This is an optimization exercise on Yosys and OpenROAD, whose aim is small area and a short achievable clock period, not a production implementation.
RTL that was checked went through simulation tests only; none was proved equivalent to the original.
For runs 1 and 2, only the layout was checked, not whether the RTL still works.
Power and IR drop assume default switching activity.

File: design/flow/config.mk
export PLATFORM = sky130hd
export DESIGN_NAME = MIPS_cpu
export DESIGN_NICKNAME = MIPS_cpu
export VERILOG_FILES = /design/flow/design.v
export SDC_FILE = /design/flow/constraint.sdc
export NUM_CORES = 8
export LEC_CHECK = 0
export CAP_MARGIN = 30
export CORE_MARGIN = 2
export CORE_UTILIZATION = 45
export CTS_CLUSTER_DIAMETER = 100
export CTS_CLUSTER_SIZE = 20
export SETUP_SLACK_MARGIN = 5
export SLEW_MARGIN = 30
export SYNTH_HIERARCHICAL = 1
File: design/flow/constraint.sdc
create_clock -name core_clock -period 8.0 [get_ports {clock}]
set_input_delay 1.6000 -clock core_clock [delete_from_list [all_inputs] [get_ports {clock}]]
set_output_delay 1.6000 -clock core_clock [all_outputs]
set_load 0.01 [all_outputs]
File: design/flow/design.v
`timescale 1ns / 1ps
module MIPS_cpu(
    input clock,
    input reset,
    output [31:0] imem_addr,
    input [31:0] imem_rdata,
    output [31:0] dmem_addr,
    output [31:0] dmem_wdata,
    output dmem_we,
    input [31:0] dmem_rdata,
    output wb_en,
    output [4:0] wb_addr,
    output [31:0] wb_data
    );
    reg  [31:0] pc;           
    reg  [31:0] pc_d;         
    reg  [31:0] ir;           
    reg  [31:0] sel_a, sel_b;  
    reg  [31:0] ones;         
    integer n, g;
    always @(*) begin
        ones = {pc[30:0], 1'b1};
        for (n = 1; n < 32; n = n * 2)
            ones = ones & ((ones << n) | ((32'd1 << n) - 32'd1));
    end
    wire [31:0] pc_inc = pc ^ ones;
    wire [31:0] pc_next;
    reg  [31:0] a_q, b_q;     
    reg  [7:0]  nz_q;         
    reg  [4:0]  k_q;          
    reg         x_rw, x_we, x_ld, x_add, x_slt, x_cg;
    reg  [3:0]  x_tt;         
    reg         x_shl, x_shr, x_slc, x_src;
    reg         x_bz, x_bnz, x_jmp, x_jmr;
    reg  [4:0]  x_wa;
    reg         carry_q;
    reg         cin_q;        
    reg         rf_clear;     
    reg         wb_en_q;
    reg  [4:0]  wb_addr_q;
    reg  [31:0] wb_data_q;
    assign imem_addr  = pc;
    assign dmem_addr  = a_q;
    assign dmem_wdata = b_q;
    assign dmem_we    = x_we;
    assign wb_en      = wb_en_q;
    assign wb_addr    = wb_addr_q;
    assign wb_data    = wb_data_q;
    function [31:0] onehot(input [4:0] r);
        reg byp;
        integer k;
        begin
            byp = x_rw & (x_wa != 5'd0) & (x_wa == r);
            for (k = 1; k < 32; k = k + 1)
                onehot[k-1] = (r == k) & ~byp;
            onehot[31] = byp;
        end
    endfunction
    always @(posedge clock) begin
        if (reset) begin
            pc <= 32'd0;
            ir[31:25] <= 7'd0;
        end else begin
            pc <= pc_next;
            ir[31:25] <= imem_rdata[31:25];
        end
        ir[24:0] <= imem_rdata[24:0];
        sel_a <= onehot(imem_rdata[19:15]);
        sel_b <= onehot(imem_rdata[14:10]);
        pc_d <= pc_inc;
    end
    wire [6:0]  op  = ir[31:25];
    wire [4:0]  fd  = ir[24:20];
    wire [14:0] imm = ir[14:0];
    wire o_st   = op == 7'd1;
    wire o_add  = op == 7'd2;
    wire o_sub  = op == 7'd5;
    wire o_jml  = op == 7'd7;
    wire o_and  = op == 7'd8;
    wire o_or   = op == 7'd10;
    wire o_xor  = op == 7'd12;
    wire o_bz   = op == 7'd32;
    wire o_ld   = op == 7'd33;
    wire o_adi  = op == 7'd34;
    wire o_adci = op == 7'd35;
    wire o_sbi  = op == 7'd37;
    wire o_ani  = op == 7'd40;
    wire o_ori  = op == 7'd42;
    wire o_xri  = op == 7'd44;
    wire o_not  = op == 7'd46;
    wire o_lsl  = op == 7'd48;
    wire o_lsr  = op == 7'd49;
    wire o_shlc = op == 7'd50;
    wire o_shrc = op == 7'd51;
    wire o_mov  = op == 7'd64;
    wire o_jmp  = op == 7'd68;
    wire o_siu  = op == 7'd69;
    wire o_bnz  = op == 7'd96;
    wire o_jmr  = op == 7'd97;
    wire o_aiu  = op == 7'd98;
    wire o_slt  = op == 7'd101;
    wire o_pcst = op == 7'd127;
    wire d_and = o_and | o_ani;
    wire d_or  = o_or  | o_ori;
    wire d_xor = o_xor | o_xri;
    wire d_pass = o_mov | o_jml;
    wire d_rw  = o_add | o_sub | o_jml | d_and | d_or | d_xor | o_ld | o_adi |
                 o_adci | o_sbi | o_not | o_lsl | o_lsr | o_shlc | o_shrc |
                 o_mov | o_siu | o_aiu | o_slt | o_pcst;
    wire use_pc  = o_jml | o_pcst | o_bz | o_bnz | o_jmp;
    wire imm_se  = o_jml | o_pcst | o_bz | o_bnz | o_jmp | o_adi | o_adci | o_sbi;
    wire use_imm = imm_se | o_ani | o_ori | o_xri | o_siu | o_aiu;
    wire inv_b   = o_sub | o_sbi | o_siu | o_slt;
    wire [31:0] immx = {{17{imm_se & imm[14]}}, imm};
    wire        use_rb  = ~use_imm;
    wire [31:0] ra_n, rb_n;
    MIPS_registerFile rf(clock, rf_clear, sel_a, sel_b, wb_en_q, wb_addr_q, wb_data_q, ra_n, rb_n);
    wire [31:0] ra_v = ~ra_n;
    wire [31:0] rb_v = ~rb_n;
    wire [4:0] sh = imm[4:0];
    wire [31:0] b_other = immx ^ {32{inv_b}};
    always @(posedge clock) begin
        a_q  <= use_pc ? pc_d : ra_v;
        b_q  <= use_rb ? rb_v ^ {32{inv_b}} : b_other;
        for (g = 0; g < 8; g = g + 1)
            nz_q[g] <= ~&ra_n[4*g +: 4];
        k_q  <= o_lsl ? sh : o_lsr ? (5'd0 - sh) : o_shlc ? 5'd1 : 5'd31;
        x_wa <= fd;
        if (reset) begin
            {x_rw, x_we, x_ld, x_add, x_slt, x_cg} <= 6'd0;
            x_tt <= 4'd0;
            {x_shl, x_shr, x_slc, x_src} <= 4'd0;
            {x_bz, x_bnz, x_jmp, x_jmr} <= 4'd0;
        end else begin
            x_rw  <= d_rw;
            x_we  <= o_st;
            x_ld  <= o_ld;
            x_add <= o_add | o_sub | o_adi | o_adci | o_sbi | o_siu | o_aiu | o_pcst;
            x_slt <= o_slt;
            x_cg  <= o_add | o_adi | o_adci | o_aiu;
            x_tt  <= {d_and | d_or | d_pass, d_or | d_xor | d_pass, d_or | d_xor | o_not, o_not};
            x_shl <= o_lsl;
            x_shr <= o_lsr;
            x_slc <= o_shlc;
            x_src <= o_shrc;
            x_bz  <= o_bz;
            x_bnz <= o_bnz;
            x_jmp <= o_jmp | o_jml;
            x_jmr <= o_jmr;
        end
    end
    wire cin = cin_q;
    wire [33:0] s34 = {a_q[31], a_q, 1'b1} + {b_q[31], b_q, cin};
    wire [31:0] sum = s34[32:1];
    wire        le  = s34[33];    
    reg [31:0] lres;
    integer i;
    always @(*)
        for (i = 0; i < 32; i = i + 1)
            lres[i] = x_tt[{a_q[i], b_q[i]}];
    wire [31:0] r1  = k_q[0] ? {a_q[30:0], a_q[31]}    : a_q;
    wire [31:0] r2  = k_q[1] ? {r1[29:0],  r1[31:30]}  : r1;
    wire [31:0] r4  = k_q[2] ? {r2[27:0],  r2[31:28]}  : r2;
    wire [31:0] r8  = k_q[3] ? {r4[23:0],  r4[31:24]}  : r4;
    wire [31:0] rot = k_q[4] ? {r8[15:0],  r8[31:16]}  : r8;
    wire kz = k_q == 5'd0;
    reg [31:0] mask;
    always @(*)
        for (i = 0; i < 32; i = i + 1)
            mask[i] = x_shl ? (i >= k_q) : x_shr ? (kz | (i < k_q)) : (x_slc | x_src);
    wire [31:0] shm = rot & mask;
    wire [31:0] shres = {x_src ? carry_q : shm[31], shm[30:1], x_slc ? carry_q : shm[0]};
    wire x_sh = x_shl | x_shr | x_slc | x_src;
    wire [31:0] res_other = lres | ({32{x_sh}} & shres) | {31'd0, x_slt & le};
    wire cout = (x_cg & (a_q[31] | b_q[31]) & ~sum[31]) |
                (((x_shl | x_slc) & rot[0]) | ((x_shr | x_src) & rot[31])) & ~kz;
    wire [31:0] wbd = x_add ? sum : x_ld ? dmem_rdata : res_other;
    wire z = ~|nz_q;          
    wire taken = x_jmp | (x_bz & z) | (x_bnz & ~z);
    assign pc_next = taken ? sum : x_jmr ? a_q : pc_inc;
    always @(posedge clock) begin
        rf_clear  <= reset;
        carry_q   <= cout;
        cin_q     <= (o_sub | o_sbi | o_siu) | (o_adci & cout);
        wb_addr_q <= x_wa;
        wb_data_q <= wbd;
        if (reset)
            wb_en_q <= 1'b0;
        else
            wb_en_q <= x_rw;
    end
endmodule
`timescale 1ns / 1ps
module MIPS_registerFile(
    input clk,
    input reset,
    input [31:0] selA,
    input [31:0] selB,
    input load_enable,
    input [4:0] dest_select,
    input [31:0] reg_data,
    output [31:0] operandA_n,
    output [31:0] operandB_n
    );
    wire [31:0] wdata = reg_data & {32{~reset}};
    wire [31:0] regs [1:31];
    genvar i, b;
    generate
        for (i = 1; i < 32; i = i + 1) begin : r
            reg [31:0] q;
            always @(posedge clk)
                if (reset | (load_enable & (dest_select == i)))
                    q <= wdata;
            assign regs[i] = q;
        end
    endgenerate
    generate
        for (b = 0; b < 32; b = b + 1) begin : rd
            wire [31:0] col;
            for (i = 1; i < 32; i = i + 1) begin : c
                assign col[i-1] = regs[i][b];
            end
            assign col[31] = reg_data[b];
            rf_read32 pa(col, selA, operandA_n[b]);
            rf_read32 pb(col, selB, operandB_n[b]);
        end
    endgenerate
endmodule
module rf_read32(input [31:0] d, input [31:0] s, output yn);
    wire [10:0] n;
    genvar k;
    generate
        for (k = 0; k < 10; k = k + 1) begin : g
            rf_aoi222 a(d[3*k], s[3*k], d[3*k+1], s[3*k+1], d[3*k+2], s[3*k+2], n[k]);
        end
    endgenerate
    rf_aoi22 l(d[30], s[30], d[31], s[31], n[10]);
    wire o1, o2, o3;
    rf_nand4 x1(n[0], n[1], n[2], n[3], o1);
    rf_nand4 x2(n[4], n[5], n[6], n[7], o2);
    rf_nand3 x3(n[8], n[9], n[10], o3);
    rf_nor3  x4(o1, o2, o3, yn);
endmodule
module rf_aoi222(input a1, input a2, input b1, input b2, input c1, input c2, output y);
    assign y = ~((a1 & a2) | (b1 & b2) | (c1 & c2));
endmodule
module rf_aoi22(input a1, input a2, input b1, input b2, output y);
    assign y = ~((a1 & a2) | (b1 & b2));
endmodule
module rf_nand4(input a, input b, input c, input d, output y);
    assign y = ~(a & b & c & d);
endmodule
module rf_nand3(input a, input b, input c, output y);
    assign y = ~(a & b & c);
endmodule
module rf_nor3(input a, input b, input c, output y);
    assign y = ~(a | b | c);
endmodule
File: design/flow/flow/run.sh
#!/bin/bash
# Layout flow: the standard flow (standard.sh), run in two parts.
#  1. synthesis, unchanged;
#  2. floorplan to final layout, with
#     - the delay cells (dlygate*, clkdlybuf*, dlymetal*) added to the
#       platform's don't-use list, so that port buffers and repair buffers
#       are plain buffers that timing repair can resize;
set -euo pipefail
DU="$(cat flow/dont_use.txt)"
bash standard.sh synth > synth.log 2>&1
bash standard.sh "DONT_USE_CELLS=$DU" SETUP_SLACK_MARGIN=5.15 finish > layout.log 2>&1
File: design/flow/flow/dont_use.txt
sky130_fd_sc_hd__probe_p_8 sky130_fd_sc_hd__probec_p_8 sky130_fd_sc_hd__lpflow_bleeder_1 sky130_fd_sc_hd__lpflow_clkbufkapwr_1 sky130_fd_sc_hd__lpflow_clkbufkapwr_16 sky130_fd_sc_hd__lpflow_clkbufkapwr_2 sky130_fd_sc_hd__lpflow_clkbufkapwr_4 sky130_fd_sc_hd__lpflow_clkbufkapwr_8 sky130_fd_sc_hd__lpflow_clkinvkapwr_1 sky130_fd_sc_hd__lpflow_clkinvkapwr_16 sky130_fd_sc_hd__lpflow_clkinvkapwr_2 sky130_fd_sc_hd__lpflow_clkinvkapwr_4 sky130_fd_sc_hd__lpflow_clkinvkapwr_8 sky130_fd_sc_hd__lpflow_decapkapwr_12 sky130_fd_sc_hd__lpflow_decapkapwr_3 sky130_fd_sc_hd__lpflow_decapkapwr_4 sky130_fd_sc_hd__lpflow_decapkapwr_6 sky130_fd_sc_hd__lpflow_decapkapwr_8 sky130_fd_sc_hd__lpflow_inputiso0n_1 sky130_fd_sc_hd__lpflow_inputiso0p_1 sky130_fd_sc_hd__lpflow_inputiso1n_1 sky130_fd_sc_hd__lpflow_inputiso1p_1 sky130_fd_sc_hd__lpflow_inputisolatch_1 sky130_fd_sc_hd__lpflow_isobufsrc_1 sky130_fd_sc_hd__lpflow_isobufsrc_16 sky130_fd_sc_hd__lpflow_isobufsrc_2 sky130_fd_sc_hd__lpflow_isobufsrc_4 sky130_fd_sc_hd__lpflow_isobufsrc_8 sky130_fd_sc_hd__lpflow_isobufsrckapwr_16 sky130_fd_sc_hd__lpflow_lsbuf_lh_hl_isowell_tap_1 sky130_fd_sc_hd__lpflow_lsbuf_lh_hl_isowell_tap_2 sky130_fd_sc_hd__lpflow_lsbuf_lh_hl_isowell_tap_4 sky130_fd_sc_hd__lpflow_lsbuf_lh_isowell_4 sky130_fd_sc_hd__lpflow_lsbuf_lh_isowell_tap_1 sky130_fd_sc_hd__lpflow_lsbuf_lh_isowell_tap_2 sky130_fd_sc_hd__lpflow_lsbuf_lh_isowell_tap_4 sky130_fd_sc_hd__clkdlybuf4s15_1 sky130_fd_sc_hd__clkdlybuf4s15_2 sky130_fd_sc_hd__clkdlybuf4s18_1 sky130_fd_sc_hd__clkdlybuf4s18_2 sky130_fd_sc_hd__clkdlybuf4s25_1 sky130_fd_sc_hd__clkdlybuf4s25_2 sky130_fd_sc_hd__clkdlybuf4s50_1 sky130_fd_sc_hd__clkdlybuf4s50_2 sky130_fd_sc_hd__dlygate4sd1_1 sky130_fd_sc_hd__dlygate4sd2_1 sky130_fd_sc_hd__dlygate4sd3_1 sky130_fd_sc_hd__dlymetal6s2s_1 sky130_fd_sc_hd__dlymetal6s4s_1 sky130_fd_sc_hd__dlymetal6s6s_1
File: design/flow/standard.sh
#!/bin/bash
# synth_recipe.tcl (not shown) runs the flow's synth.tcl, then flattens the netlist and writes it again
# the make line also repeats each setting of config.mk as NAME=value (left out here)
make -C /OpenROAD-flow-scripts/flow DESIGN_CONFIG=/design/flow/config.mk WORK_HOME=/design/flow/orfs CLKGATE_MAP_FILE= SYNTH_SCRIPT=/design/flow/synth_recipe.tcl "${@:-finish}"
==> results.json, run 1 <==
{
  "crit_family": "simple AND/OR/NAND/NOR gates",
  "cpPeakStageDelay_ps": 700,
  "path_common_cell": "nand4_1",
  "cp-endpoint": "nz_q[3]$_DFF_P_",
  "drv_slew": 0,
  "routedWlPerCell_microns": 38.4,
  "synth.avg_cell_area_sq_um": 14.6,
  "relSlewSlack_pct": 22.3,
  "port-buffer-count": 200,
  "grt_max_degree": 65,
  "clk_latency_ps": 710,
  "drive_gt1_share_pct": 22.9,
  "cts_tree": "built",
  "ir_worst_vdd_mv": 0.151,
  "seq_area_frac_synth_pct": 64.8,
  "grt_overflow": 0,
  "crit_start": "sel_a[21]$_DFF_P_",
  "placed_area_sq_um": 58600,
  "leakage_nw": 21.5,
  "vias_per_cell": 7.40,
  "die_w_microns": 354,
  "cts.sinks": 1288,
  "track_usage_pct": 34.7,
  "crit_type": "reg -> reg",
  "h-tree-depth": 3,
  "drv_cap": 0,
  "cp-start-kind": "flop",
  "grt_pass1_wl_mm": 310,
  "wl_mm": 228,
  "cellPowerDensity_nw_per_um2": 225,
  "r2r-start": "sel_a[21]$_DFF_P_",
  "die_area_sq_um": 125000,
  "numCtsBuffers": 76,
  "ant_nets": 0,
  "drt-initial-drc-count": 10362,
  "antenna_found_initial": 14,
  "area_growth_syn_to_layout_pct": 14.7,
  "p_comb_share_pct": 14.4,
  "design.core.area_sq_um": 122000,
  "fin_crit_sh_pct": 36.7,
  "r2r_cells": 5,
  "seq_area_sq_um": 36300,
  "path_clk_slew_ps": 80,
  "rrSetupSlack_ps": 5060,
  "route.detailed.drc": 0,
  "n_fill_cell": 10300,
  "hold_buffers": 0,
  "synth.distinct_cells": 91,
  "cp-end-kind": "flop",
  "max_slew.worst_pin.slew_ps": 1160,
  "fin_worst_skew_ps": 29.2,
  "final-setup-viol-count": 0,
  "ys_warn_count": 8,
  "finalSetupTns_ps": 0,
  "synthesis.nets": 3873,
  "path_buf_inv": 1,
  "gp_congestion": 0.979,
  "max_freq_mhz": 340,
  "vias": 43868,
  "synthArstFlopShare_pct": 0,
  "cts-root-buf": "clkbuf_16",
  "finish.net_count": 4354,
  "status": "finished clean",
  "die_y_microns": 354,
  "seqPwrFrac_pct": 56.5,
  "crit_path_top_delay_cell": "dfxtp_1",
  "synth_ff_type": "edfxtp_1",
  "syn_inst": 3771,
  "multi_input_area_sq_um": 19600,
  "hold_viol": 0,
  "pin_count": 201,
  "dp_hpwl_mm": 143,
  "p_int_mw": 10.2,
  "fin_crit_ps": 2940,
  "rows": 128,
  "final_area_sq_um": 63200,
  "dr.pass1.iters": 14,
  "hold_path_class": "reg -> reg",
  "cp.arrival_ps": 3490,
  "clockPowerShare_pct": 29.1,
  "initial_core_util_pct": 45.3,
  "cp_max_fo": 17,
  "ys_ff_latch": 1288,
  "power_switching_mw": 4.02,
  "cp.required_ps": 8550,
  "cp.depth": 5,
  "rsz0062_at_grt": "yes",
  "first_global_vias": 40391,
  "path_cells": "buf_2 > a222oi_1 > nand4_1 > nor3_2 > nand4_1",
  "clockBufferDepth": 3,
  "synth_enable_flop_cells": 992,
  "switching_share_pct": 28.3,
  "syn_area_sq_um": 55100,
  "rr_endpoint": "nz_q[3]$_DFF_P_"
}
worst reg2reg max path: cells and delay by family, from the launching register on:
family / cells / cell delay (ps)
simple gates: 3 / 1190
flops: 1 / 700
compound gates: 1 / 410
buf+inv: 1 / 500
synthesized netlist by cell type, types with 32 or more instances:
library cell	n	share of area, %
a222oi_1	640	12
nor3_2	64	1.2
nor2_1	197	1.3
nand2_1	132	0.90
nor3_1	34	0.31
mux4_2	69	2.8
nor2b_1	56	0.64
xor2_1	45	0.71
ha_1	35	0.79
dfxtp_1	296	11
o21ai_1	61	0.55
edfxtp_1	992	54
o21ai_0	104	0.94
mux2i_1	61	1.1
nand3_1	104	0.94
a22oi_2	64	1.5
a21oi_1	107	0.97
clkbuf_1	92	0.63
nand4_1	150	1.7
xnor2_1	53	0.84
mux2_2	32	0.65
area by class of cell:
class,count,area share (%)
multi-input cells,2319,31.0
clock buffers,111,3.22
well taps,1625,3.22
inverters,33,0.196
flip-flops and latches,1288,57.3
repair buffers,534,4.69
clock inverters,15,0.311
diodes,7,0.0277
cell families (layout without fill, tap and decap cells):
| kind of cell | count (synthesis) | after routing | share of synthesized area (%) |
|---|---|---|---|
| AOI/OAI and AO/OA | 1143 | 1144 | 18.0 |
| DFF | 1288 | 1288 | 64.8 |
| and+or+nand+nor | 866 | 867 | 8.71 |
| adders and majority gates | 37 | 37 | 0.849 |
| xor gates and xnor gates | 98 | 98 | 1.56 |
| buffers and inverters | 166 | 693 | 1.27 |
| muxes | 173 | 173 | 4.80 |
| other | 0 | 7 | 0 |
modules after synthesis, one instance, submodules excluded, excerpt:
module / times used / cell area (sq um) / cells / flops+latches
MIPS_cpu: 1 / 15700 / 1725 / 296
MIPS_registerFile: 1 / 30400 / 1086 / 992
rf_aoi22: 64 / 12.5 / 1 / 0
rf_aoi222: 640 / 10.0 / 1 / 0
rf_nand3: 64 / 5.00 / 1 / 0
rf_nand4: 128 / 6.26 / 1 / 0
rf_nor3: 64 / 10.0 / 1 / 0
how the worst min path moves through the flow:
stage                         from              end  slack [ps]  cells after the start
floorplan           ir[20]$_DFF_P_  x_wa[0]$_DFF_P_         310                      0
global placement    ir[21]$_DFF_P_  x_wa[1]$_DFF_P_         310                      0
detailed placement  ir[22]$_DFF_P_  x_wa[2]$_DFF_P_         310                      0
CTS                 ir[22]$_DFF_P_  x_wa[2]$_DFF_P_         330                      0
global route        ir[23]$_DFF_P_  x_wa[3]$_DFF_P_         340                      0
finish              ir[22]$_DFF_P_  x_wa[2]$_DFF_P_         330                      0
through the flow:
| stage | util [%] | hold WS [ps] | power (mW) | cells | setup WS (ps) |
|---|---|---|---|---|---|
| floorplan | - | 310 | 8.99 | 3771 | 4440 |
| global placement | 47.9 | 312 | 9.81 | 5606 | 4280 |
| detailed placement | 48.1 | 315 | 9.84 | 5613 | 4230 |
| CTS | 51.4 | 334 | 14.0 | 5883 | 5070 |
| global route | 51.9 | 340 | 14.6 | 5927 | 5050 |
| finish | 51.9 | 331 | 14.2 | 5932 | 5060 |
registers in the layout, summed over array words and instances, names as in the netlist, 8 cells and up:
name and cells:
rf.r.q 992, ir 27, sel_a 32, a_q 32, sel_b 32, pc 32, wb_data_q 32, pc_d 32
nz_q 8, b_q 32
cell usage in the layout, fill, tap and decap left out, drive strengths merged, types with 6 or more instances in the layout:
cell / instances
a211oi: 25
a21o: 23
a21oi: 107
a222oi: 640
a22oi: 65
a311oi: 7
a31o: 11
a31oi: 10
and3: 10
buf: 512
clkbuf: 133
dfxtp: 296
diode: 7
edfxtp: 992
ha: 35
inv: 42
mux2: 43
mux2i: 61
mux4: 69
nand2: 132
nand2b: 31
nand3: 104
nand3b: 11
nand4: 150
nand4b: 7
nor2: 198
nor2b: 56
nor3: 98
nor4: 9
o211ai: 19
o21a: 8
o21ai: 167
o22ai: 10
o31ai: 6
or2: 10
or3: 20
or4: 7
xnor2: 53
xor2: 45
power by group through the flow:
stage / registers [mW] / clock network, mW / logic [mW]
after detailed placement: 8.24 / 0 / 1.60
after floorplan: 8.07 / 0 / 0.922
after CTS: 8.01 / 4.14 / 1.88
after global placement: 8.22 / 0 / 1.59
final: 8.04 / 4.13 / 2.05
after global routing: 8.07 / 4.38 / 2.12
repair_timing:
item                                    in CTS  in global routing
gates cloned                                 1                  1
endpoints found under the setup margin     486                179
buffers inserted                           143                 38
resized for setup                          479                118
pin swaps                                    9                 28
layer usage:
layer | part of all wire, % | routed length [microns] | up-vias | global-route usage (%)
li1 | - | - | 17561 | -
met1 | 35 | 80100 | 21940 | 45.9
met2 | 43 | 98300 | 3780 | 51.7
met3 | 16 | 36700 | 577 | 11.6
met4 | 5.5 | 12600 | 10 | 16.0
met5 | 0.027 | 62 | - | 0
==> run 2: changes to the inputs <==
--- a/design/flow/flow/run.sh
+++ b/design/flow/flow/run.sh
@@ -8,4 +8,4 @@
 set -euo pipefail
 DU="$(cat flow/dont_use.txt)"
 bash standard.sh synth > synth.log 2>&1
-bash standard.sh "DONT_USE_CELLS=$DU" SETUP_SLACK_MARGIN=5.15 finish > layout.log 2>&1
+bash standard.sh "DONT_USE_CELLS=$DU" SETUP_SLACK_MARGIN=5.3 finish > layout.log 2>&1
==> run 2 against run 1 <==
Compared with the run above:
- design area increased by 2.6%
- still clean
- utilization is 1.4 points higher
- first-iteration DRC count increased by 4.7%
- synthesized cell count stayed put
- sequential share of layout area fell by 1.4 points
- global-route usage is 0.15 points lower
- die area unchanged
==> results.json, run 2 <==
{
  "status": "finished clean",
  "final_cells": 6024,
  "seq_area_frac_synth_pct": 64.8,
  "fin_hold_ws_ps": 318,
  "grt_max_degree": 65,
  "path_buf_inv": 1,
  "rows": 128,
  "yosysTopAreaCell": "edfxtp_1",
  "cp_max_fo": 5,
  "drv_slew": 0,
  "design.core.area_sq_um": 122000,
  "drv_cap": 0,
  "multi_input_area_sq_um": 19900,
  "final_common_cell": "edfxtp_1",
  "cpPeakStageDelay_ps": 530,
  "fin_worst_skew_ps": 32.9,
  "relSlewSlack_pct": 25.0,
  "crit_path_top_delay_cell": "dfxtp_4",
  "dp_hpwl_mm": 145,
  "leakage_nw": 22.1,
  "ir_worst_vdd_mv": 0.156,
  "synth_ff_type": "edfxtp_1",
  "syn_area_sq_um": 55100,
  "vias_per_cell": 7.37,
  "routedWlPerCell_microns": 37.6,
  "cp.required_ps": 6400,
  "wl_mm": 226,
  "drt-initial-drc-count": 10853,
  "ant_nets": 0,
  "cp.arrival_ps": 1370,
  "cp-start-kind": "flop",
  "area_growth_syn_to_layout_pct": 17.7,
  "layout_common_cells": "edfxtp_1, a222oi_1, buf_1",
  "ys_warn_count": 8,
  "clockBufferDepth": 3,
  "grt_overflow": 0,
  "finish.net_count": 4451,
  "clk_latency_ps": 700,
  "synth.most_common_cell": "edfxtp_1",
  "crit_type": "reg -> out",
  "seq_area_sq_um": 36300,
  "dr.pass1.iters": 12,
  "syn_inst": 3771,
  "synth_enable_flop_cells": 992,
  "fin_crit_sh_pct": 37.1,
  "hold_buffers": 0,
  "rsz0062_at_grt": "yes",
  "largest_register": "rf.r.q",
  "die_area_sq_um": 125000,
  "track_usage_pct": 34.6,
  "cts.sinks": 1288,
  "vias": 44404,
  "drive_gt1_share_pct": 25.1,
  "largest_register_ff_count": 992,
  "path_cells": "buf_6",
  "die_y_microns": 354,
  "cts_tree": "built",
  "hold_viol": 0,
  "n_fill_cell": 10115,
  "placed_cells": 5622,
  "cp-end-kind": "output pin",
  "gp_congestion": 0.958,
  "ys_top_cells_by_count": "edfxtp_1, a222oi_1, dfxtp_1, nor2_1, nand4_1",
  "max_freq_mhz": 337,
  "power_mw": 14.5,
  "path_clk_slew_ps": 80,
  "h-tree-depth": 3,
  "antenna_found_initial": 15,
  "initial_core_util_pct": 45.3,
  "route.detailed.drc": 0,
  "cellPowerDensity_nw_per_um2": 223,
  "rrSetupSlack_ps": 5190,
  "synthArstFlopShare_pct": 0,
  "crit_family": "flip-flops",
  "grt_pass1_wl_mm": 309,
  "final-setup-viol-count": 0,
  "placed_area_sq_um": 58600,
  "ys_ff_latch": 1288,
  "die_w_microns": 354,
  "max_slew.worst_pin.slew_ps": 1120,
  "synth.distinct_cells": 91,
  "synthesis.nets": 3873,
  "synthTopCellsByArea": "edfxtp_1, a222oi_1, dfxtp_1",
  "synth.avg_cell_area_sq_um": 14.6,
  "hold_path_class": "reg -> reg",
  "port-buffer-count": 200,
  "final_area_sq_um": 64900,
  "finalSetupTns_ps": 0,
  "fin_crit_ps": 2970,
  "numCtsBuffers": 77,
  "cts-root-buf": "clkbuf_16",
  "pin_count": 201,
  "first_global_vias": 40748,
  "netlist.area_leader.share_pct": 54.0
}
## run 2: cell counts after synthesis
No cell type changed its count.
## run 2: Yosys stat by module, one instance, submodules excluded, a selection
module             cells inside  flip-flops and latches
rf_aoi22                      1                       0
rf_nand4                      1                       0
MIPS_cpu                   1725                     296
rf_aoi222                     1                       0
rf_nor3                       1                       0
MIPS_registerFile          1086                     992
## run 2: stage by stage
| step | setup WS, ps | utilization [%] |
|---|---|---|
| after floorplan | 4440 | - |
| after global placement | 4280 | 47.9 |
| after detailed placement | 4240 | 48.1 |
| after CTS | 5040 | 52.3 |
| after global routing | 5020 | 53.3 |
| final | 5030 | 53.3 |
## run 2: final cells by class
class	instances	share of cell area, %
inverter	33	0.199
sequential	1288	55.9
timing repair buffer	631	6.54
tap	1625	3.13
clock inverter	10	0.237
multi-input combinational	2318	30.7
clock buffer	114	3.28
antenna	5	0.0193
## run 2: power by group
part           switching [mW]  internal [mW]
sequential              0.391           7.65
combinational            1.43          0.848
clock                    2.26           1.91
## run 2: worst paths after layout
check / from / end / cells past startpoint
setup / recovery: wb_data_q[14]$_DFF_P_ / wb_data[14] / 1
hold / removal: ir[20]$_DFF_P_ / x_wa[0]$_DFF_P_ / 0
setup reg to reg: sel_b[9]$_DFF_P_ / b_q[16]$_DFF_P_ / 6
hold reg to reg: ir[20]$_DFF_P_ / x_wa[0]$_DFF_P_ / 0
## run 2: kinds of logic after synthesis
family                   count (synthesis)  synth area share [%]
AND/OR/NAND/NOR                        866                  8.71
adder cells (fa/ha/maj)                 37                 0.849
flip-flops                            1288                  64.8
multiplexers                           173                  4.80
AO/OA/AOI/OAI                         1143                  18.0
XOR/XNOR                                98                  1.56
buffers and inverters                  166                  1.27
## run 2: worst register-to-register path: stages, from the launching register on
cell and delay (ps):
dfxtp_2 570, buf_2 390, a222oi_1 430, nand4_1 420, nor3_2 480, xor2_1 300, o21ai_1 90
## run 2: routing by layer
layer / share of wire, % / vias up / wire length (microns) / global-route usage [%]
li1: - / 17733 / - / -
met1: 36 / 22253 / 80800 / 46.5
met2: 43 / 3780 / 96900 / 50.9
met3: 15 / 632 / 33900 / 9.94
met4: 6.5 / 6 / 14600 / 18.0
met5: 0.017 / - / 39 / 0
## run 2: repair_timing
action / in CTS / in global routing
gates resized for setup: 718 / 208
gates cloned: 1 / 0
pin swaps: 25 / 57
setup endpoints to repair: 601 / 355
setup buffers: 183 / 86
hold endpoints to repair: 0 / 0
==> run 3: changes to the inputs <==
--- a/design/flow/design.v
+++ b/design/flow/design.v
@@ -35,7 +35,6 @@
     reg  [4:0]  x_wa;
     reg         carry_q;
     reg         cin_q;        
-    reg         rf_clear;     
     reg         wb_en_q;
     reg  [4:0]  wb_addr_q;
     reg  [31:0] wb_data_q;
@@ -114,7 +113,7 @@
     wire [31:0] immx = {{17{imm_se & imm[14]}}, imm};
     wire        use_rb  = ~use_imm;
     wire [31:0] ra_n, rb_n;
-    MIPS_registerFile rf(clock, rf_clear, sel_a, sel_b, wb_en_q, wb_addr_q, wb_data_q, ra_n, rb_n);
+    MIPS_registerFile rf(clock, reset, sel_a, sel_b, wb_en_q, wb_addr_q, wb_data_q, ra_n, rb_n);
     wire [31:0] ra_v = ~ra_n;
     wire [31:0] rb_v = ~rb_n;
     wire [4:0] sh = imm[4:0];
@@ -179,7 +178,6 @@
     wire taken = x_jmp | (x_bz & z) | (x_bnz & ~z);
     assign pc_next = taken ? sum : x_jmr ? a_q : pc_inc;
     always @(posedge clock) begin
-        rf_clear  <= reset;
         carry_q   <= cout;
         cin_q     <= (o_sub | o_sbi | o_siu) | (o_adci & cout);
         wb_addr_q <= x_wa;
==> design/flow/flow/run.sh (replaced) <==
#!/bin/bash
# Layout flow: the standard flow (standard.sh), run in two parts.
#  1. synthesis, unchanged;
#  2. floorplan to final layout with the delay cells (dlygate*, clkdlybuf*,
#     dlymetal*) added to the platform's don't-use list, so that port
#     buffers and repair buffers are plain buffers that timing repair can
#     resize.
# Each part's full output goes to its own log file here.
set -euo pipefail
DU="$(cat flow/dont_use.txt)"
bash standard.sh synth > synth.log 2>&1
bash standard.sh "DONT_USE_CELLS=$DU" finish > layout.log 2>&1
==> run 3 against run 2 <==
Compared with the run above:
- power decreased by 4.2%
- clock skew decreased by 13 ps
- critical path type is now reg -> reg
- flip-flop and latch count decreased by 1
- setup slack got worse by 36 ps
- sequential share of layout area increased by 2.3 points
- first-iteration DRC count decreased by 15%
==> results.json, run 3 <==
{
  "status": "finished clean",
  "syn_inst": 3812,
  "cellPowerDensity_nw_per_um2": 225,
  "path_common_cell": "a211oi_1",
  "synth.most_common_cell": "edfxtp_1",
  "clockBufferDepth": 3,
  "crit_type": "reg -> reg",
  "ant_nets": 0,
  "gp_congestion": 0.962,
  "grt_max_degree": 65,
  "syn_area_sq_um": 55000,
  "netlist.area_leader.share_pct": 54.1,
  "ys_top_cells_by_count": "edfxtp_1, a222oi_1, dfxtp_1, nor2_1, nand2_1",
  "fin_hold_ws_ps": 317,
  "power_mw": 13.9,
  "hold_buffers": 0,
  "n_fill_cell": 10370,
  "grt_overflow": 0,
  "fin_crit_sh_pct": 37.5,
  "vias": 42784,
  "antenna_found_initial": 6,
  "cts-root-buf": "clkbuf_16",
  "dr.pass1.iters": 14,
  "h-tree-depth": 3,
  "drv_cap": 0,
  "max_slew.worst_pin.slew_ps": 1080,
  "setup_ws_ps": 5000,
  "cp-start-kind": "flop",
  "synthTopCellsByArea": "edfxtp_1, a222oi_1, dfxtp_1",
  "die_w_microns": 354,
  "synth.avg_cell_area_sq_um": 14.4,
  "initial_core_util_pct": 45.3,
  "pre_cts_ws_ps": 2880,
  "synth_enable_flop_cells": 992,
  "layout_common_cells": "edfxtp_1, a222oi_1, buf_1",
  "final-setup-viol-count": 0,
  "rows": 128,
  "yosysTopAreaCell": "edfxtp_1",
  "synthesis.nets": 3914,
  "pin_count": 201,
  "wl_mm": 212,
  "cp.arrival_ps": 3600,
  "final_common_cell": "edfxtp_1",
  "routedWlPerCell_microns": 36.4,
  "cp_max_fo": 39,
  "path_cells": "buf_6 > nor3_2 > nand2_1 > and2_2 > buf_1 > a211oi_1 > a21oi_1 > a211oi_1 > o22ai_1 > o21ai_0",
  "drv_slew": 0,
  "die_area_sq_um": 125000,
  "seq_area_frac_synth_pct": 64.9,
  "fin_worst_skew_ps": 19.9,
  "fin_crit_ps": 3000,
  "cp-end-kind": "flop",
  "die_y_microns": 354,
  "synthArstFlopShare_pct": 0,
  "placed_cells": 5629,
  "ys_ff_latch": 1287,
  "area_growth_syn_to_layout_pct": 12.2,
  "ys_warn_count": 8,
  "dp_hpwl_mm": 142,
  "drive_gt1_share_pct": 16.7,
  "port-buffer-count": 200,
  "path_clk_slew_ps": 90,
  "relSlewSlack_pct": 28.1,
  "finish.net_count": 4282,
  "track_usage_pct": 32.5,
  "max_freq_mhz": 333,
  "first_global_vias": 39372,
  "hold_path_class": "reg -> reg",
  "drt-initial-drc-count": 9239,
  "route.detailed.drc": 0,
  "largest_register_ff_count": 992,
  "largest_register": "rf.r.q",
  "rsz0062_at_grt": "yes",
  "synth_ff_type": "edfxtp_1",
  "leakage_nw": 20.9,
  "crit_path_top_delay_cell": "a211oi_1",
  "ir_worst_vdd_mv": 0.144,
  "vias_per_cell": 7.32,
  "design.core.area_sq_um": 122000,
  "final_cells": 5843,
  "synth.distinct_cells": 81,
  "clk_latency_ps": 680,
  "cp.required_ps": 8590,
  "cts.sinks": 1287,
  "cpPeakStageDelay_ps": 490,
  "hold_viol": 0,
  "finalSetupTns_ps": 0,
  "grt_pass1_wl_mm": 295,
  "numCtsBuffers": 75,
  "cts_tree": "built"
}
==> run 3: changes by cell type after synthesis, sizes merged, moves of 7 or more <==
cell | previous run | this run
mux4 | 69 | 62
a21oi | 107 | 133
mux2 | 43 | 17
buf | 41 | 48
o21ai | 166 | 155
nand2 | 132 | 184
xnor2 | 53 | 61
o21bai | 4 | 23
a211oi | 25 | 33
==> run 3: worst max-delay path: cells and delay by family (launching register included) <==
family | cells | cell delay, ps
DFF | 1 | 320
and+or+nand+nor | 3 | 840
AOI/OAI and AO/OA | 5 | 1260
buffers and inverters | 2 | 490
==> run 3: worst paths after layout <==
path / start / endpoint / slack (ps) / depth (start not counted)
max: k_q[2]$_DFF_P_ / wb_data_q[3]$_DFF_P_ / 5000 / 10
min: ir[20]$_DFF_P_ / x_wa[0]$_DFF_P_ / 320 / 0
max reg2reg: k_q[2]$_DFF_P_ / wb_data_q[3]$_DFF_P_ / 5000 / 10
min reg2reg: ir[20]$_DFF_P_ / x_wa[0]$_DFF_P_ / 320 / 0
==> run 3: per-module statistics from Yosys (local to each module, per instance), excerpt <==
module / area (sq um) / cells inside / copies in the design / flops+latches
rf_aoi222: 10.0 / 1 / 640 / 0
rf_aoi22: 12.5 / 1 / 64 / 0
MIPS_registerFile: 30400 / 1086 / 1 / 992
rf_nor3: 10.0 / 1 / 64 / 0
rf_nand4: 6.26 / 1 / 128 / 0
rf_nand3: 5.00 / 1 / 64 / 0
MIPS_cpu: 15600 / 1766 / 1 / 295
==> run 3: power breakdown <==
group	total, mW	switching (mW)	internal, mW
sequential	8.11	0.463	7.65
combinational	1.76	1.19	0.573
clock	4.02	2.22	1.80
total	13.9	3.87	10.0
==> run 3: repair_timing <==
action                      CTS  global route
cloned                        2             2
setup buffers                36            55
hold endpoints to repair      0             0
pin swaps                    20            16
gates resized for setup     213            63
setup endpoints to repair  1062           194
==> run 3: per-stage QoR <==
| stage | utilization [%] | cell area, sq um |
|---|---|---|
| 2_1_floorplan | - | 55100 |
| 3_3_place_gp | 47.8 | 58100 |
| 3_5_place_dp | 47.9 | 58300 |
| 4_1_cts | 50.3 | 61100 |
| 5_1_grt | 50.8 | 61700 |
| 6_report | 50.8 | 61700 |
==> run 3: cell type report <==
| type | instances | area [sq um] | share of cell area, % |
|---|---|---|---|
| inverter | 35 | 143 | 0.231 |
| tap | 1625 | 2030 | 3.29 |
| antenna | 2 | 5.00 | 0.00811 |
| sequential | 1287 | 35900 | 58.3 |
| clock inverter | 7 | 100 | 0.162 |
| clock buffer | 106 | 2050 | 3.31 |
| multi-input combinational | 2355 | 19300 | 31.3 |
| timing repair buffer | 426 | 2110 | 3.42 |
==> run 3: kinds of logic after synthesis <==
family / synth area share, %
AO/OA/AOI/OAI: 18.3
multiplexers: 4.11
buffers and inverters: 1.44
XOR/XNOR: 1.62
adder cells (fa/ha/maj): 0.851
AND/OR/NAND/NOR: 8.76
flip-flops: 64.9
==> run 3: routing by layer <==
| metal | vias up | global-route usage (%) | wire length, microns |
|---|---|---|---|
| met5 | - | 0 | 27 |
| met4 | 4 | 12.1 | 9460 |
| met3 | 465 | 7.73 | 28800 |
| met2 | 3383 | 50.9 | 95700 |
| met1 | 21552 | 44.2 | 78500 |
| li1 | 17380 | - | - |
==> run 4: changes to the inputs <==
--- a/design/flow/design.v
+++ b/design/flow/design.v
@@ -16,6 +16,7 @@
     reg  [31:0] pc_d;         
     reg  [31:0] ir;           
     reg  [31:0] sel_a, sel_b;  
+    reg         pc_a;          
     reg  [31:0] ones;         
     integer n, g;
     always @(*) begin
@@ -35,6 +36,7 @@
     reg  [4:0]  x_wa;
     reg         carry_q;
     reg         cin_q;        
+    reg         rf_clear;     
     reg         wb_en_q;
     reg  [4:0]  wb_addr_q;
     reg  [31:0] wb_data_q;
@@ -55,6 +57,9 @@
             onehot[31] = byp;
         end
     endfunction
+    wire [6:0] f_op = imem_rdata[31:25];
+    wire f_bcond  = (f_op == 7'd32) | (f_op == 7'd96);                 
+    wire f_use_pc = f_bcond | (f_op == 7'd7) | (f_op == 7'd127) | (f_op == 7'd68);
     always @(posedge clock) begin
         if (reset) begin
             pc <= 32'd0;
@@ -64,8 +69,9 @@
             ir[31:25] <= imem_rdata[31:25];
         end
         ir[24:0] <= imem_rdata[24:0];
-        sel_a <= onehot(imem_rdata[19:15]);
-        sel_b <= onehot(imem_rdata[14:10]);
+        pc_a  <= f_use_pc;
+        sel_a <= onehot(imem_rdata[19:15]) & {32{~f_use_pc}};
+        sel_b <= onehot(f_bcond ? imem_rdata[19:15] : imem_rdata[14:10]);
         pc_d <= pc_inc;
     end
     wire [6:0]  op  = ir[31:25];
@@ -106,23 +112,22 @@
     wire d_rw  = o_add | o_sub | o_jml | d_and | d_or | d_xor | o_ld | o_adi |
                  o_adci | o_sbi | o_not | o_lsl | o_lsr | o_shlc | o_shrc |
                  o_mov | o_siu | o_aiu | o_slt | o_pcst;
-    wire use_pc  = o_jml | o_pcst | o_bz | o_bnz | o_jmp;
     wire imm_se  = o_jml | o_pcst | o_bz | o_bnz | o_jmp | o_adi | o_adci | o_sbi;
     wire use_imm = imm_se | o_ani | o_ori | o_xri | o_siu | o_aiu;
     wire inv_b   = o_sub | o_sbi | o_siu | o_slt;
     wire [31:0] immx = {{17{imm_se & imm[14]}}, imm};
     wire        use_rb  = ~use_imm;
     wire [31:0] ra_n, rb_n;
-    MIPS_registerFile rf(clock, reset, sel_a, sel_b, wb_en_q, wb_addr_q, wb_data_q, ra_n, rb_n);
+    MIPS_registerFile rf(clock, rf_clear, sel_a, pc_a, pc_d, sel_b, wb_en_q, wb_addr_q, wb_data_q, ra_n, rb_n);
     wire [31:0] ra_v = ~ra_n;
     wire [31:0] rb_v = ~rb_n;
     wire [4:0] sh = imm[4:0];
     wire [31:0] b_other = immx ^ {32{inv_b}};
     always @(posedge clock) begin
-        a_q  <= use_pc ? pc_d : ra_v;
+        a_q  <= ra_v;                  
         b_q  <= use_rb ? rb_v ^ {32{inv_b}} : b_other;
         for (g = 0; g < 8; g = g + 1)
-            nz_q[g] <= ~&ra_n[4*g +: 4];
+            nz_q[g] <= ~&rb_n[4*g +: 4];
         k_q  <= o_lsl ? sh : o_lsr ? (5'd0 - sh) : o_shlc ? 5'd1 : 5'd31;
         x_wa <= fd;
         if (reset) begin
@@ -178,6 +183,7 @@
     wire taken = x_jmp | (x_bz & z) | (x_bnz & ~z);
     assign pc_next = taken ? sum : x_jmr ? a_q : pc_inc;
     always @(posedge clock) begin
+        rf_clear  <= reset;
         carry_q   <= cout;
         cin_q     <= (o_sub | o_sbi | o_siu) | (o_adci & cout);
         wb_addr_q <= x_wa;
@@ -193,6 +199,8 @@
     input clk,
     input reset,
     input [31:0] selA,
+    input selA_ext,             
+    input [31:0] extA,
     input [31:0] selB,
     input load_enable,
     input [4:0] dest_select,
@@ -219,7 +227,7 @@
                 assign col[i-1] = regs[i][b];
             end
             assign col[31] = reg_data[b];
-            rf_read32 pa(col, selA, operandA_n[b]);
+            rf_read33 pa(col, selA, extA[b], selA_ext, operandA_n[b]);
             rf_read32 pb(col, selB, operandB_n[b]);
         end
     endgenerate
@@ -239,6 +247,21 @@
     rf_nand3 x3(n[8], n[9], n[10], o3);
     rf_nor3  x4(o1, o2, o3, yn);
 endmodule
+module rf_read33(input [31:0] d, input [31:0] s, input e, input se, output yn);
+    wire [10:0] n;
+    genvar k;
+    generate
+        for (k = 0; k < 10; k = k + 1) begin : g
+            rf_aoi222 a(d[3*k], s[3*k], d[3*k+1], s[3*k+1], d[3*k+2], s[3*k+2], n[k]);
+        end
+    endgenerate
+    rf_aoi222 l(d[30], s[30], d[31], s[31], e, se, n[10]);
+    wire o1, o2, o3;
+    rf_nand4 x1(n[0], n[1], n[2], n[3], o1);
+    rf_nand4 x2(n[4], n[5], n[6], n[7], o2);
+    rf_nand3 x3(n[8], n[9], n[10], o3);
+    rf_nor3  x4(o1, o2, o3, yn);
+endmodule
 module rf_aoi222(input a1, input a2, input b1, input b2, input c1, input c2, output y);
     assign y = ~((a1 & a2) | (b1 & b2) | (c1 & c2));
 endmodule
==> run 4 against run 3 <==
Compared with the run above:
- synthesized area hardly changed
- synthesized cell count is 0.42% lower
- worst hold slack better by 14 ps
- clock skew is 11 ps higher
- non-clock buffer count is 41 lower
- register-to-register slack worse by 170 ps
- via count is 0.14% lower
- sequential power hardly changed
- critical path depth is 3 lower
- power is 1.1% higher
- first-iteration DRC count is 3.8% higher
- routed wire length is 0.70% higher
- critical path type unchanged
- highest routed layer unchanged
==> results.json, run 4 <==
{
  "synth.distinct_cells": 93,
  "grt_util_met1_pct": 43.5,
  "crit_type": "reg -> reg",
  "synthArstFlopShare_pct": 0,
  "dp_hpwl_mm": 141,
  "fin_hold_ws_ps": 331,
  "clockBufferDepth": 3,
  "final_cells": 5800,
  "vias": 42726,
  "synth.avg_cell_area_sq_um": 14.5,
  "drv_slew": 0,
  "met2_usage_pct": 51.3,
  "vias_per_cell": 7.37,
  "h-tree-depth": 3,
  "finish.net_count": 4238,
  "wl_mm": 214,
  "ant_nets": 0,
  "grt_pass1_wl_mm": 297,
  "pin_count": 201,
  "pre_cts_ws_ps": 3870,
  "ir_worst_vdd_mv": 0.167,
  "placed_area_sq_um": 58400,
  "cp.arrival_ps": 3700,
  "cp-end-kind": "flop",
  "r2r_cells": 7,
  "cp-start-kind": "flop",
  "grt_max_degree": 46,
  "largest_register": "rf.r.q",
  "die_w_microns": 354,
  "gp_congestion": 0.992,
  "busiest_layer": "met2",
  "n_fill_cell": 10318,
  "yosysTopAreaCell": "edfxtp_1",
  "layout_common_cells": "edfxtp_1, a222oi_1, buf_1",
  "dr.pass1.iters": 13,
  "drt-initial-drc-count": 9586,
  "track_usage_pct": 32.8,
  "hold_depth": 0,
  "ys_warn_count": 8,
  "grt_overflow": 0,
  "fin_worst_skew_ps": 31.4,
  "hold_path_class": "reg -> reg",
  "design.core.area_sq_um": 122000,
  "drv_cap": 0,
  "leakage_nw": 21.3,
  "max_freq_mhz": 315,
  "numCtsBuffers": 76,
  "fin_crit_ps": 3180,
  "largest_register_ff_count": 992,
  "clk_latency_ps": 680,
  "ys_ff_latch": 1289,
  "cts-root-buf": "clkbuf_16",
  "port-buffer-count": 200,
  "routedWlPerCell_microns": 36.9,
  "initial_core_util_pct": 45.2,
  "placed_cells": 5638,
  "seq_area_frac_synth_pct": 65.0,
  "hold_buffers": 0,
  "final_area_sq_um": 61500,
  "cts_tree": "built",
  "final_common_cell": "edfxtp_1",
  "drive_gt1_share_pct": 16.1,
  "antenna_found_initial": 9,
  "area_growth_syn_to_layout_pct": 11.9,
  "status": "finished clean",
  "synth_ff_type": "edfxtp_1",
  "synthTopCellsByArea": "edfxtp_1, a222oi_1, dfxtp_1",
  "grtUsageMet3_pct": 7.72,
  "max_slew.worst_pin.slew_ps": 1190,
  "syn_inst": 3796,
  "synthesis.nets": 3898,
  "cellPowerDensity_nw_per_um2": 228,
  "die_y_microns": 354,
  "final-setup-viol-count": 0,
  "relSlewSlack_pct": 20.9,
  "rsz0062_at_grt": "yes",
  "fin_crit_sh_pct": 39.7,
  "netlist.area_leader.share_pct": 54.2,
  "first_global_vias": 39768,
  "cp.required_ps": 8520,
  "syn_area_sq_um": 55000,
  "fin_util_pct": 50.6,
  "power_mw": 14.1,
  "finalSetupTns_ps": 0,
  "cp_max_fo": 22,
  "synth.most_common_cell": "edfxtp_1",
  "ys_top_cells_by_count": "edfxtp_1, a222oi_1, dfxtp_1, nand2_1, nor2_1",
  "hold_viol": 0,
  "route.detailed.drc": 0,
  "path_clk_slew_ps": 90,
  "rows": 128,
  "synth_enable_flop_cells": 992,
  "die_area_sq_um": 125000,
  "cts.sinks": 1289,
  "setup_ws_ps": 4820
}
-- run 4: cell types whose count changed after synthesis, sizes merged, moves of 8 or more --
cell | previous run | this run
a211oi | 33 | 25
a21o | 22 | 48
a21oi | 133 | 104
a222oi | 640 | 672
a22oi | 65 | 38
clkbuf | 91 | 73
inv | 34 | 72
mux4 | 62 | 70
nand2 | 184 | 197
o211ai | 17 | 25
o21ai | 155 | 132
o21bai | 23 | 2
or3 | 17 | 8
-- run 4: per-module statistics from Yosys, one instance, submodules excluded, excerpt --
| module | flip-flops and latches | cells inside | area (sq um) | times used |
|---|---|---|---|---|
| rf_nand3 | 0 | 1 | 5.00 | 64 |
| rf_nand4 | 0 | 1 | 6.26 | 128 |
| rf_aoi222 | 0 | 1 | 10.0 | 672 |
| MIPS_registerFile | 992 | 1086 | 30400 | 1 |
| MIPS_cpu | 297 | 1750 | 15700 | 1 |
| rf_nor3 | 0 | 1 | 10.0 | 64 |
-- run 4: what timing repair did --
item / in CTS / in global routing
gates resized for setup: 167 / 53
setup buffers: 31 / 12
setup endpoints to repair: 455 / 79
pin swaps: 17 / 21
-- run 4: final cells by class --
cell class              instances  area (sq um)  area share, %
diodes                          2          5.00        0.00813
clock buffers                 110          2100           3.42
clock inverters                 5          91.3          0.148
inverters                      72           274          0.445
multi-input cells            2312         19200           31.2
flip-flops and latches       1289         35900           58.4
well taps                    1625          2030           3.30
repair buffers                385          1900           3.09
-- run 4: worst paths after layout --
check / startpoint / to / slack [ps]
max: sel_b[23]$_DFF_P_ / b_q[14]$_DFF_P_ / 4820
min: ir[22]$_DFF_P_ / x_wa[2]$_DFF_P_ / 330
max reg2reg: sel_b[23]$_DFF_P_ / b_q[14]$_DFF_P_ / 4820
min reg2reg: ir[22]$_DFF_P_ / x_wa[2]$_DFF_P_ / 330
-- run 4: power by group --
part           total [mW]  leakage, nW  internal, mW  switching, mW
sequential           8.13         12.7          7.68          0.446
combinational        1.83         7.51         0.600           1.24
clock                4.09         1.06          1.88           2.21
total                14.1         21.3          10.2           3.89
-- run 4: worst max-delay path: stages (launching register included) --
cell	delay (ps)
dfxtp_1	600
buf_4	410
a222oi_1	360
nand4_1	430
nor3_4	460
nor2_1	110
a21oi_1	160
xor2_1	470
-- run 4: logic make-up after synthesis --
group           after synthesis  synth area share (%)
simple gates                899                  8.81
flops                      1289                  65.0
mux                         149                  4.34
compound gates             1129                  17.9
buf+inv                     195                  1.52
fa+ha+maj                    37                 0.851
xor+xnor                     98                  1.56
-- run 4: metal layers --
metal	up-vias	share of wire, %
li1	17283	-
met1	21434	36
met2	3485	46
met3	514	13
met4	10	4.9
met5	-	0.023
==> run 5: changes to the inputs <==
==> design/flow/flow/run.sh (replaced) <==
#!/bin/bash
# Layout flow: the standard flow (standard.sh), run in two parts.
#  1. synthesis, unchanged;
#  2. floorplan to final layout, with
#     - the delay cells (dlygate*, clkdlybuf*, dlymetal*) added to the
#       platform's don't-use list, so that port buffers and repair buffers
#       are plain buffers that timing repair can resize;
set -euo pipefail
DU="$(cat flow/dont_use.txt)"
bash standard.sh synth > synth.log 2>&1
bash standard.sh "DONT_USE_CELLS=$DU" SETUP_SLACK_MARGIN=5.3 finish > layout.log 2>&1
==> run 5 against run 4 <==
Compared with the run above:
- still clean on timing, DRC and antenna
- synthesized cell count stayed put
- non-clock buffer count is 258 higher
- worst hold slack hardly changed
- setup slack better by 170 ps
- utilization is 3.1 points higher
- sequential power is 0.6% lower
- design area is 6.0% higher
- synthesized area stayed put
- cell count is 4.7% higher
- critical path type unchanged
- critical endpoint is now pc[13]$_SDFF_PP0_
- highest routed layer unchanged
==> results.json, run 5 <==
{
  "ys_warn_count": 8,
  "fin_worst_skew_ps": 38.9,
  "dr.pass1.iters": 14,
  "drv_slew": 0,
  "crit_start": "a_q[0]$_DFF_P_",
  "yosysTopAreaCell": "edfxtp_1",
  "rows": 128,
  "ys_ff_latch": 1289,
  "cp.required_ps": 8590,
  "final_cells": 6073,
  "grt_util_met1_pct": 46.4,
  "cp-start-kind": "flop",
  "synth.most_common_cell": "edfxtp_1",
  "first_global_vias": 41202,
  "rrSetupSlack_ps": 4990,
  "track_usage_pct": 34.9,
  "grtUsageMet3_pct": 10.8,
  "cp-end-kind": "flop",
  "pin_count": 201,
  "cp_max_fo": 3,
  "routedWlPerCell_microns": 37.4,
  "h-tree-depth": 3,
  "r2r_cells": 17,
  "die_area_sq_um": 125000,
  "max_freq_mhz": 332,
  "relSlewSlack_pct": 20.4,
  "fin_crit_ps": 3010,
  "fin_util_pct": 53.7,
  "path_clk_slew_ps": 90,
  "antenna_cells": 0,
  "design.core.area_sq_um": 122000,
  "clockBufferDepth": 3,
  "synthesis.nets": 3898,
  "vias": 44383,
  "final_common_cell": "edfxtp_1",
  "layout_common_cells": "edfxtp_1, a222oi_1, buf_1",
  "ys_top_cells_by_count": "edfxtp_1, a222oi_1, dfxtp_1, nand2_1, nor2_1",
  "cp.arrival_ps": 3600,
  "finalSetupTns_ps": 0,
  "met2_usage_pct": 52.6,
  "grt_max_degree": 40,
  "rsz0062_at_grt": "yes",
  "cts-root-buf": "clkbuf_16",
  "fin_crit_sh_pct": 37.6,
  "max_slew.worst_pin.slew_ps": 1190,
  "cts.sinks": 1289,
  "n_fill_cell": 10145,
  "largest_register": "rf.r.q",
  "crit_type": "reg -> reg",
  "synth.avg_cell_area_sq_um": 14.5,
  "status": "finished clean",
  "placed_cells": 5651,
  "hold_path_class": "reg -> reg",
  "die_y_microns": 354,
  "grt_pass1_wl_mm": 313,
  "rr_endpoint": "pc[13]$_SDFF_PP0_",
  "drv_cap": 0,
  "wl_mm": 227,
  "grt_overflow": 0,
  "syn_area_sq_um": 55000,
  "die_w_microns": 354,
  "final-setup-viol-count": 0,
  "synth.distinct_cells": 93,
  "port-buffer-count": 200,
  "synth_ff_type": "edfxtp_1",
  "antenna_found_initial": 11,
  "seq_area_frac_synth_pct": 65.0,
  "finish.net_count": 4499,
  "clk_latency_ps": 690,
  "synth_enable_flop_cells": 992,
  "syn_inst": 3796,
  "netlist.area_leader.share_pct": 54.2,
  "busiest_layer": "met2",
  "ir_worst_vdd_mv": 0.191,
  "cp-endpoint": "pc[13]$_SDFF_PP0_",
  "initial_core_util_pct": 45.2,
  "drive_gt1_share_pct": 24.3,
  "cts_tree": "built",
  "ant_nets": 0,
  "largest_register_ff_count": 992,
  "leakage_nw": 22.9,
  "worstHoldStart": "ir[22]$_DFF_P_",
  "numCtsBuffers": 76,
  "r2r-start": "a_q[0]$_DFF_P_",
  "hold_viol": 0,
  "drt-initial-drc-count": 9957,
  "route.detailed.drc": 0,
  "gp_congestion": 0.968,
  "area_growth_syn_to_layout_pct": 18.7,
  "synthTopCellsByArea": "edfxtp_1, a222oi_1, dfxtp_1",
  "dp_hpwl_mm": 146,
  "vias_per_cell": 7.31,
  "cellPowerDensity_nw_per_um2": 225,
  "synthArstFlopShare_pct": 0
}
[run 5: cell types whose count changed in the layout (fill, tap and decap cells not counted), moves of 17 or more]
cell and delta:
buf_2 +39, buf_6 +150, clkbuf_2 +19, dfxtp_1 -69
dfxtp_2 -40, dfxtp_4 +109, ha_4 +17
[run 5: per-module statistics from Yosys (local to each module, per instance), a selection]
module             copies in the design  area (sq um)
MIPS_registerFile                     1         30400
MIPS_cpu                              1         15700
rf_aoi22                             32          12.5
rf_aoi222                           672          10.0
rf_nor3                              64          10.0
rf_nand4                            128          6.26
rf_nand3                             64          5.00
[run 5: worst min path at each step]
| stage | to | slack [ps] | depth (start not counted) |
|---|---|---|---|
| detailed placement | x_wa[1]$_DFF_P_ | 310 | 0 |
| floorplan | x_wa[0]$_DFF_P_ | 310 | 0 |
| finish | x_wa[2]$_DFF_P_ | 330 | 0 |
| global route | x_wa[0]$_DFF_P_ | 340 | 0 |
| CTS | x_wa[1]$_DFF_P_ | 330 | 0 |
| global placement | x_wa[2]$_DFF_P_ | 310 | 0 |
[run 5: layout make-up]
type	instances	area [sq um]	area share, %
Clock inverter	5	65.1	0.0997
Clock buffer	124	2150	3.29
Inverter	72	279	0.428
Multi-Input combinational cell	2315	20100	30.8
Timing Repair Buffer	643	4380	6.71
Tap cell	1625	2030	3.12
Sequential cell	1289	36300	55.6
[run 5: per-stage QoR]
| stage | instance area [sq um] | worst slack (ps) | power [mW] | hold WS, ps |
|---|---|---|---|---|
| after detailed placement | 58500 | 3580 | 9.98 | 312 |
| after global routing | 65300 | 4930 | 15.1 | 336 |
| after global placement | 58200 | 3610 | 9.95 | 311 |
| after CTS | 64100 | 5010 | 14.4 | 331 |
| final | 65300 | 4990 | 14.7 | 331 |
| after floorplan | 55100 | 4440 | 9.07 | 310 |
[run 5: logic make-up after synthesis]
family / Yosys count / share of synthesized area, %
AO/OA/AOI/OAI: 1129 / 17.9
buffers and inverters: 195 / 1.52
adder cells (fa/ha/maj): 37 / 0.851
AND/OR/NAND/NOR: 899 / 8.81
XOR/XNOR: 98 / 1.56
multiplexers: 149 / 4.34
flip-flops: 1289 / 65.0
[run 5: critical path: stages (launching register included)]
cell       delay, ps
dfxtp_4          420
inv_2             60
fa_2             350
and2b_1          240
o2111ai_2        130
a31o_4           290
o21ai_4          160
buf_1            130
buf_1            120
buf_1            100
buf_1             90
buf_1             80
buf_1            100
buf_4            130
a21o_4           120
a21oi_4           50
xnor2_2          140
a22o_1           210
[run 5: report_power, final]
part | switching, mW | leakage, nW | internal [mW] | total [mW]
logic | 1.55 | 9.07 | 0.952 | 2.50
clock network | 2.26 | 1.06 | 1.86 | 4.12
registers | 0.390 | 12.8 | 7.69 | 8.08
total | 4.20 | 22.9 | 10.5 | 14.7
[run 5: routing by layer]
metal / routed length, microns / vias to the layer above
met4: 11900 / 16
li1: - / 17817
met3: 33700 / 589
met5: 286 / -
met2: 100000 / 3638
met1: 81200 / 22323
[run 5: timing repair]
action | CTS | global route
buffers inserted | 221 | 67
hold buffers | 0 | 0
gates resized for setup | 790 | 216
cloned | 2 | 1
pin swaps | 42 | 87
endpoints found under the setup margin | 822 | 447
==> run 6: changes to the inputs <==
--- a/design/flow/flow/run.sh
+++ b/design/flow/flow/run.sh
@@ -8,4 +8,4 @@
 set -euo pipefail
 DU="$(cat flow/dont_use.txt)"
 bash standard.sh synth > synth.log 2>&1
-bash standard.sh "DONT_USE_CELLS=$DU" SETUP_SLACK_MARGIN=5.3 finish > layout.log 2>&1
+bash standard.sh "DONT_USE_CELLS=$DU" SETUP_SLACK_MARGIN=5.15 finish > layout.log 2>&1
==> run 6 against run 5 <==
Compared with the run above:
- critical endpoint is now dmem_addr[30]
- flip-flop and latch count is the same
- via count shrank 3.4%
- non-clock buffer count shrank 161
- largest power group unchanged
- sequential power is essentially flat
- maximum frequency grew 2.9%
- global-route usage shrank 2.1 points
==> results.json, run 6 <==
{
  "syn_inst": 3796,
  "rrSetupSlack_ps": 5090,
  "area_growth_syn_to_layout_pct": 14.3,
  "hold_path_class": "reg -> reg",
  "crit_type": "reg -> out",
  "rsz0062_at_grt": "yes",
  "cts-root-buf": "clkbuf_16",
  "synth.distinct_cells": 93,
  "synth_ff_type": "edfxtp_1",
  "cts_tree": "built",
  "hold_viol": 0,
  "grt_overflow": 0,
  "netlist.area_leader.share_pct": 54.2,
  "cellPowerDensity_nw_per_um2": 225,
  "leakage_nw": 22.0,
  "wl_mm": 214,
  "path_clk_slew_ps": 90,
  "cts.sinks": 1289,
  "status": "finished clean",
  "route.detailed.drc": 0,
  "vias": 42854,
  "layout_common_cells": "edfxtp_1, a222oi_1, nand2_1",
  "pre_cts_ws_ps": 3850,
  "track_usage_pct": 32.8,
  "fin_worst_skew_ps": 33.2,
  "yosysTopAreaCell": "edfxtp_1",
  "drt-initial-drc-count": 9021,
  "clk_latency_ps": 700,
  "crit_start": "a_q[30]$_DFF_P_",
  "synthArstFlopShare_pct": 0,
  "setup_ws_ps": 5080,
  "antenna_found_initial": 7,
  "p_int_mw": 10.2,
  "drive_gt1_share_pct": 20.9,
  "synth_enable_flop_cells": 992,
  "design.core.area_sq_um": 122000,
  "drv_cap": 0,
  "r2r_cells": 12,
  "largest_register": "rf.r.q",
  "fin_crit_ps": 2920,
  "finish.net_count": 4337,
  "synth.most_common_cell": "edfxtp_1",
  "final-setup-viol-count": 0,
  "grt_pass1_wl_mm": 297,
  "vias_per_cell": 7.26,
  "die_area_sq_um": 125000,
  "clockBufferDepth": 3,
  "ys_ff_latch": 1289,
  "cp-start-kind": "flop",
  "first_global_vias": 40068,
  "seq_area_frac_synth_pct": 65.0,
  "cp.required_ps": 6400,
  "rows": 128,
  "fin_hold_ws_ps": 330,
  "synthesis.nets": 3898,
  "routedWlPerCell_microns": 36.2,
  "pin_count": 201,
  "switching_share_pct": 27.9,
  "final_common_cell": "edfxtp_1",
  "n_fill_cell": 10245,
  "ir_worst_vdd_mv": 0.138,
  "max_freq_mhz": 342,
  "clockPowerShare_pct": 28.5,
  "ys_warn_count": 8,
  "p_comb_share_pct": 14.4,
  "cp.arrival_ps": 1320,
  "dr.pass1.iters": 14,
  "rr_endpoint": "cin_q$_DFF_P_",
  "max_slew.worst_pin.slew_ps": 1090,
  "synth.avg_cell_area_sq_um": 14.5,
  "numCtsBuffers": 75,
  "cp_max_fo": 2,
  "grt_max_degree": 51,
  "cp-end-kind": "output pin",
  "syn_area_sq_um": 55000,
  "drv_slew": 0,
  "die_y_microns": 354,
  "r2r-start": "a_q[5]$_DFF_P_",
  "dp_hpwl_mm": 140,
  "ant_nets": 0,
  "gp_congestion": 1.00,
  "relSlewSlack_pct": 27.3,
  "initial_core_util_pct": 45.2,
  "die_w_microns": 354,
  "hold_buffers": 0,
  "fin_crit_sh_pct": 36.6,
  "seqPwrFrac_pct": 57.0,
  "finalSetupTns_ps": 0,
  "synthTopCellsByArea": "edfxtp_1, a222oi_1, dfxtp_1",
  "ys_top_cells_by_count": "edfxtp_1, a222oi_1, dfxtp_1, nand2_1, nor2_1",
  "port-buffer-count": 200,
  "largest_register_ff_count": 992,
  "h-tree-depth": 3,
  "power_switching_mw": 3.95,
  "cp-endpoint": "dmem_addr[30]"
}
run 6: cell counts after synthesis:
Identical to the previous run, type by type.
run 6: through the flow:
stage                     util [%]  power [mW]  cells  cell area [sq um]
final                         51.7        14.1   5904              62900
after global routing          51.7        14.5   5902              62900
after CTS                     51.3        14.0   5880              62400
after detailed placement      48.1        9.92   5633              58500
after global placement        47.8        9.88   5627              58100
after floorplan                  -        9.07   3796              55100
run 6: final cells by class:
class / instances / area (sq um) / share of cell area, %
tap: 1625 / 2030 / 3.23
multi-input combinational: 2315 / 19400 / 30.8
clock buffer: 112 / 2060 / 3.27
antenna: 2 / 5.00 / 0.00796
clock inverter: 7 / 97.6 / 0.155
sequential: 1289 / 36200 / 57.6
timing repair buffer: 482 / 2780 / 4.43
inverter: 72 / 278 / 0.442
run 6: what timing repair did:
item	in CTS	in global routing
gates cloned	2	1
setup endpoints to repair	597	146
setup buffers	126	20
gates resized for setup	522	103
pin swaps	27	21
run 6: power groups by stage:
stage	combinational (mW)	clock [mW]	sequential [mW]
5_1_grt	2.12	4.29	8.10
3_3_place_gp	1.66	0	8.22
3_5_place_dp	1.67	0	8.24
6_report	2.04	4.03	8.06
2_1_floorplan	0.954	0	8.12
4_1_cts	1.92	4.07	8.05
run 6: worst max-delay path, cell delays in order, from the launching register on:
cell and delay (ps):
dfxtp_4 400, buf_8 140, buf_6 110
run 6: logic make-up after synthesis:
logic type / after synthesis / synth area share (%)
flip-flops: 1289 / 65.0
AO/OA/AOI/OAI: 1129 / 17.9
AND/OR/NAND/NOR: 899 / 8.81
buffers and inverters: 195 / 1.52
multiplexers: 149 / 4.34
XOR/XNOR: 98 / 1.56
adder cells (fa/ha/maj): 37 / 0.851
run 6: per-module statistics from Yosys, one instance, submodules excluded, excerpt:
module	area, sq um	flops+latches	cells inside
rf_nand4	6.26	0	1
rf_aoi222	10.0	0	1
MIPS_registerFile	30400	992	1086
rf_nor3	10.0	0	1
MIPS_cpu	15700	297	1750
rf_aoi22	12.5	0	1
rf_nand3	5.00	0	1
run 6: layer usage:
layer  share of wire, %  GRT usage, %  up-vias
met2                 45          51.2     3374
li1                   -             -    17492
met1                 37          43.8    21485
met5              0.016             0        -
met3                 13          8.20      497
met4                4.6          13.3        6
run 6: worst min path at each step:
stage              startpoint  cells past startpoint               to  slack [ps]
3_5_place_dp   ir[23]$_DFF_P_                      0  x_wa[3]$_DFF_P_         310
6_report       ir[22]$_DFF_P_                      0  x_wa[2]$_DFF_P_         330
4_1_cts        ir[23]$_DFF_P_                      0  x_wa[3]$_DFF_P_         330
2_1_floorplan  ir[20]$_DFF_P_                      0  x_wa[0]$_DFF_P_         310
5_1_grt        ir[20]$_DFF_P_                      0  x_wa[0]$_DFF_P_         340
3_3_place_gp   ir[20]$_DFF_P_                      0  x_wa[0]$_DFF_P_         310

## static timing again, ports no longer ideal
No port has a modelled driver above. Below, the same layouts with a new extraction and two added sets of constraints. Step 1 (the two cells are an assumption about what drives the block):
set clk [get_ports {clock}]
set_driving_cell -lib_cell sky130_fd_sc_hd__clkbuf_16 $clk
set_driving_cell -lib_cell sky130_fd_sc_hd__buf_2 [delete_from_list [all_inputs] $clk]
Step 2, shift: input delay + t, output delay - t, t = (earliest + latest rising clock arrival at the registers) / 2. This alone moves slack from input paths to output paths. Three values: no drivers, after step 1, after step 2; two values: the first two.
run	t (ns)	setup slack, ns	worst setup path at the end	clock arrival spread, ns
run 1	0.770	5.061 / 5.000 / 4.622	input to register	0.039 / 0.038
run 2	0.763	5.032 / 4.957 / 4.669	input to register	0.036 / 0.036
run 3	0.746	4.996 / 4.946 / 4.281	input to register	0.023 / 0.023
run 4	0.747	4.822 / 4.822 / 4.345	input to register	0.032 / 0.032
run 5	0.747	4.991 / 4.986 / 4.295	input to register	0.042 / 0.042
run 6	0.764	5.075 / 4.993 / 4.384	input to register	0.035 / 0.035
After both steps setup and hold are still met in every run listed. The setup slack of run 3, which loses most, moves by -0.050 ns with the drivers and by -0.715 ns with both steps.
